Background: an optimization exercise with open tools, aiming at small area and a short achievable clock period. Do not read the settings as production practice. At most, simulation tests tie the RTL to the original design; equivalence was not proved. Power figures rest on the tool's default switching activity, not on a simulated workload.

## sobel_mod
module sobel_mod(
    input clk,
    input rst,
    input [7:0] cam_red_i,
    input [7:0] cam_green_i,
    input [7:0] cam_blue_i,
    input cam_done_i,
    output [7:0] sobel_red_o,
    output [7:0] sobel_green_o,
    output [7:0] sobel_blue_o,
    output sobel_done_o
    );
For scale: roughly 3600 cells after synthesis, roughly 2700 flip-flops.
==> module rgb_to_grayscale, before the edit <==
module rgb_to_grayscale(
    input clk,
    input rst,
    input [7:0] red_i,
    input [7:0] green_i,
    input [7:0] blue_i,
    input done_i,
    output reg [7:0] grayscale_o,
    output reg done_o
    );
reg [7:0] red_q, green_q, blue_q;
reg done_q;
reg [7:0] part_a;    
reg [5:0] part_b;    
reg done_p;
always @(posedge clk) begin
    red_q   <= red_i;
    green_q <= green_i;
    blue_q  <= blue_i;
    part_a  <= (red_q>>2) + (green_q>>1);
    part_b  <= (red_q>>5) + (green_q>>4) + (blue_q>>4) + (blue_q>>5);
    grayscale_o <= part_a + part_b;
end
always @(posedge clk) begin
    if(rst) begin
        done_q <= 1'b0;
        done_p <= 1'b0;
        done_o <= 1'b0;
    end else begin
        done_q <= done_i;
        done_p <= done_q;
        done_o <= done_p;
    end
end
endmodule
==> module sobel_calc, before the edit <==
module sobel_calc(
    input clk,
    input rst,
    input [7:0] d0_i,
    input [7:0] d1_i,
    input [7:0] d2_i,
    input [7:0] d3_i,
    input [7:0] d5_i,
    input [7:0] d6_i,
    input [7:0] d7_i,
    input [7:0] d8_i,
    input done_i,
    output reg [7:0] grayscale_o,
    output done_o
    );
reg [9:0] gx_p, gx_n, gy_p, gy_n;
reg [9:0] gx_d, gy_d;
reg [10:0] g_sum;
reg [3:0] done_shift;
always @(posedge clk) begin
    gx_p <= d0_i + {d3_i, 1'b0} + d6_i;
    gx_n <= d2_i + {d5_i, 1'b0} + d8_i;
    gy_p <= d0_i + {d1_i, 1'b0} + d2_i;
    gy_n <= d6_i + {d7_i, 1'b0} + d8_i;
end
always @(posedge clk) begin
    gx_d <= (gx_p >= gx_n) ? (gx_p - gx_n) : (gx_n - gx_p);
    gy_d <= (gy_p >= gy_n) ? (gy_p - gy_n) : (gy_n - gy_p);
end
always @(posedge clk) begin
    g_sum <= gx_d + gy_d;
end
always @(posedge clk) begin
    grayscale_o <= (g_sum >= 11'd60) ? 8'd225 : {2'b00, g_sum[5:0]};
end
always @(posedge clk) begin
    if(rst) done_shift <= 4'b0000;
    else    done_shift <= {done_shift[2:0], done_i};
end
assign done_o = done_shift[3];
endmodule
make LEC_CHECK=0 CAP_MARGIN=20 CORE_MARGIN=2 CORE_UTILIZATION=40 PLACE_DENSITY=0.6 SLEW_MARGIN=20 finish   # period 5.5 ns
run.sh (not shown) runs the stock make flow with config.mk's settings and CLKGATE_MAP_FILE= SYNTH_SCRIPT=/design/flow/synth_recipe.tcl, a recipe that flattens the netlist after the stock synthesis.
Change:
--- a/flow/design.v
+++ b/flow/design.v
@@ -8,31 +8,14 @@
     input done_i,
     output reg [7:0] grayscale_o,
     output reg done_o
     );
-reg [7:0] red_q, green_q, blue_q;
-reg done_q;
-reg [7:0] part_a;    
-reg [5:0] part_b;    
-reg done_p;
-always @(posedge clk) begin
-    red_q   <= red_i;
-    green_q <= green_i;
-    blue_q  <= blue_i;
-    part_a  <= (red_q>>2) + (green_q>>1);
-    part_b  <= (red_q>>5) + (green_q>>4) + (blue_q>>4) + (blue_q>>5);
-    grayscale_o <= part_a + part_b;
-end
-always @(posedge clk) begin
-    if(rst) begin
-        done_q <= 1'b0;
-        done_p <= 1'b0;
-        done_o <= 1'b0;
-    end else begin
-        done_q <= done_i;
-        done_p <= done_q;
-        done_o <= done_p;
-    end
+always @(posedge clk) begin
+    grayscale_o <= (red_i>>2) + (red_i>>5) + (green_i>>1) + (green_i>>4) + (blue_i>>4) + (blue_i>>5);
+end
+always @(posedge clk) begin
+    if(rst) done_o <= 1'b0;
+    else    done_o <= done_i;
 end
 endmodule
 `timescale 1ns / 1ps
 module fifo_single_line_buffer #(parameter LEN = 322) (
@@ -182,10 +165,9 @@
     output done_o
     );
 reg [9:0] gx_p, gx_n, gy_p, gy_n;
 reg [9:0] gx_d, gy_d;
-reg [10:0] g_sum;
-reg [3:0] done_shift;
+reg [2:0] done_shift;
 always @(posedge clk) begin
     gx_p <= d0_i + {d3_i, 1'b0} + d6_i;
     gx_n <= d2_i + {d5_i, 1'b0} + d8_i;
     gy_p <= d0_i + {d1_i, 1'b0} + d2_i;
@@ -194,19 +176,17 @@
 always @(posedge clk) begin
     gx_d <= (gx_p >= gx_n) ? (gx_p - gx_n) : (gx_n - gx_p);
     gy_d <= (gy_p >= gy_n) ? (gy_p - gy_n) : (gy_n - gy_p);
 end
-always @(posedge clk) begin
-    g_sum <= gx_d + gy_d;
-end
+wire [10:0] g_sum = gx_d + gy_d;
 always @(posedge clk) begin
     grayscale_o <= (g_sum >= 11'd60) ? 8'd225 : {2'b00, g_sum[5:0]};
 end
 always @(posedge clk) begin
-    if(rst) done_shift <= 4'b0000;
-    else    done_shift <= {done_shift[2:0], done_i};
-end
-assign done_o = done_shift[3];
+    if(rst) done_shift <= 3'b000;
+    else    done_shift <= {done_shift[1:0], done_i};
+end
+assign done_o = done_shift[2];
 endmodule
 `timescale 1ns / 1ps
 module sobel_kernel(
     input clk,
- The changed run completed without violations
- total power increases slightly
- clock-buffer cell count went up by 21
- worst hold slack gets worse by 0.025 ns
- fmax decreases by about a fifth
- non-clock buffer count went up by 1

---

## lane 1
Another version of the RTL of sobel_mod (not shown whole).
Size in the first run: ~3400 cells after synthesis, about 2700 flip-flops, ~52 I/O pins, ~0.085 mm² of cells after synthesis.
==> module sobel_calc, before the edit <==
module sobel_calc(
    input clk,
    input rst,
    input [7:0] d0_i,
    input [7:0] d1_i,
    input [7:0] d2_i,
    input [7:0] d3_i,
    input [7:0] d5_i,
    input [7:0] d6_i,
    input [7:0] d7_i,
    input [7:0] d8_i,
    input done_i,
    output sat_o,           
    output [7:0] mag_o,     
    output done_o
    );
reg signed [8:0] u, v, w, z;       
reg signed [10:0] s, d;            
reg s_big, d_big;                  
reg [4:0] s_abs, d_abs;            
reg [2:0] done_shift;
always @(posedge clk) begin
    u <= {1'b0, d0_i} - {1'b0, d8_i};
    v <= {1'b0, d2_i} - {1'b0, d6_i};
    w <= {1'b0, d3_i} - {1'b0, d5_i};
    z <= {1'b0, d1_i} - {1'b0, d7_i};
end
always @(posedge clk) begin
    s <= u + w + z;
    d <= w - v - z;
end
wire [10:0] s_neg = -s;
wire [10:0] d_neg = -d;
always @(posedge clk) begin
    s_big <= (s >= 11'sd30) || (s <= -11'sd30);
    d_big <= (d >= 11'sd30) || (d <= -11'sd30);
    s_abs <= s[10] ? s_neg[4:0] : s[4:0];
    d_abs <= d[10] ? d_neg[4:0] : d[4:0];
end
wire [4:0] m_abs = (s_abs >= d_abs) ? s_abs : d_abs;
assign sat_o = s_big | d_big;
assign mag_o = {2'b00, m_abs, 1'b0};
always @(posedge clk) begin
    if(rst) done_shift <= 3'b000;
    else    done_shift <= {done_shift[1:0], done_i};
end
assign done_o = done_shift[2];
endmodule
==> flow/config.mk <==
export PLATFORM = sky130hd
export DESIGN_NAME = sobel_mod
export DESIGN_NICKNAME = sobel_mod
export VERILOG_FILES = /design/flow/design.v
export SDC_FILE = /design/flow/constraint.sdc
export NUM_CORES = 4
export LEC_CHECK = 0
export CAP_MARGIN = 20
export CORE_MARGIN = 2
export CORE_UTILIZATION = 65
export CTS_CLUSTER_DIAMETER = 100
export CTS_CLUSTER_SIZE = 27
export PLACE_DENSITY = 0.75
export SETUP_SLACK_MARGIN = 3.3
export SLEW_MARGIN = 20
==> flow/constraint.sdc <==
create_clock -name core_clock -period 5.5 [get_ports {clk}]
set_input_delay 1.1000 -clock core_clock [delete_from_list [all_inputs] [get_ports {clk}]]
set_output_delay 1.1000 -clock core_clock [all_outputs]
set_load 0.01 [all_outputs]
Lane 1: all stages complete, timing, DRC and antenna checks passed
Edits applied to the flow inputs when going from lane 1 to lane 2:
-- flow/design.v --
<<< lane 1, line 177
    );
reg signed [8:0] u, v, w, z;       
reg signed [10:0] s, d;            
reg s_big, d_big;                  
reg [4:0] s_abs, d_abs;            
reg [2:0] done_shift;
always @(posedge clk) begin
    u <= {1'b0, d0_i} - {1'b0, d8_i};
>>> lane 2, line 177
    );
reg signed [8:0] u, v, w, z;       
reg signed [9:0] uz, vz;           
reg signed [8:0] w2;
reg signed [10:0] s, d;            
reg s_big, d_big;                  
reg [4:0] s_abs, d_abs;            
reg [3:0] done_shift;
always @(posedge clk) begin
    u <= {1'b0, d0_i} - {1'b0, d8_i};
<<< lane 1, line 188
end
always @(posedge clk) begin
    s <= u + w + z;
    d <= w - v - z;
end
wire [10:0] s_neg = -s;
>>> lane 2, line 190
end
always @(posedge clk) begin
    uz <= u + z;
    vz <= v + z;
    w2 <= w;
end
always @(posedge clk) begin
    s <= uz + w2;
    d <= w2 - vz;
end
wire [10:0] s_neg = -s;
<<< lane 1, line 203
assign mag_o = {2'b00, m_abs, 1'b0};
always @(posedge clk) begin
    if(rst) done_shift <= 3'b000;
    else    done_shift <= {done_shift[1:0], done_i};
end
assign done_o = done_shift[2];
endmodule
`timescale 1ns / 1ps
>>> lane 2, line 210
assign mag_o = {2'b00, m_abs, 1'b0};
always @(posedge clk) begin
    if(rst) done_shift <= 4'b0000;
    else    done_shift <= {done_shift[2:0], done_i};
end
assign done_o = done_shift[3];
endmodule
`timescale 1ns / 1ps
Results
Changes observed in lane 2 relative to lane 1: post-layout minimum cycle time fell by 87 ps, total wire length after detailed routing rose by about 10%.
Compared lane 1 against lane 2; area share of fa/ha/maj cells after synthesis within noise.
On power in combinational cells, lane 2 and lane 1 are neck and neck.
Relative to lane 1, the met3 wirelength from detailed routing measured on lane 2 has increased by more than 10%.
[lane 2] number of synthesized register bits rose about 1.1% relative to lane 1
Taking lane 1 as the reference, in lane 2 register-to-register slack picked up an extra 320 ps, maximum resistive drop on vdd increased by about 22% relative to the old numbers, combinational cell fraction of total power flat, worst endpoint required time lost 1780 ps, synthesized instance count now larger.
Lane 2 does better than lane 1 on worst setup slack.
Looking at the reports, lane 2 completed the entire flow and the layout it produced met the timing, design-rule and antenna checks.
Against lane 1, final non-filler cell total in lane 2 rose by a few percent.
The higher first-pass GRT wire length of lane 2 and lane 1 is in lane 2.
The RTL of lane 1 was laid out without a check of its function.

-- port drivers added, routing unchanged --
The flow's constraints put no driver on any port. The routed layouts listed below were extracted and timed again, unchanged, in two steps.
Step 1 assumes that a clkbuf_16 drives the clock port and a buf_2 every other input.
Step 2 adds t to the input delays and takes it off the output delays; t is the mean of the earliest and latest rising clock arrival at the registers after step 1. Input paths then give back, and output paths get back, about the clock's delay inside the block.
a / b / c = no drivers / after step 1 / after step 2; a / b = the first two.
run	t, ns	setup slack, ns	pins driven straight from the clock port
the first run of note 1	0.900	1.823 / 1.823 / 1.823	1
the second run of note 1	0.903	1.105 / 1.158 / 0.255	1
lane 1	0.818	3.032 / 3.032 / 2.489	1
lane 2	0.814	3.119 / 3.044 / 2.569	1
After both steps every run listed still meets setup and hold. The setup slack of the second run of note 1, which loses most, moves by +0.053 ns with the drivers and by -0.850 ns with both steps.
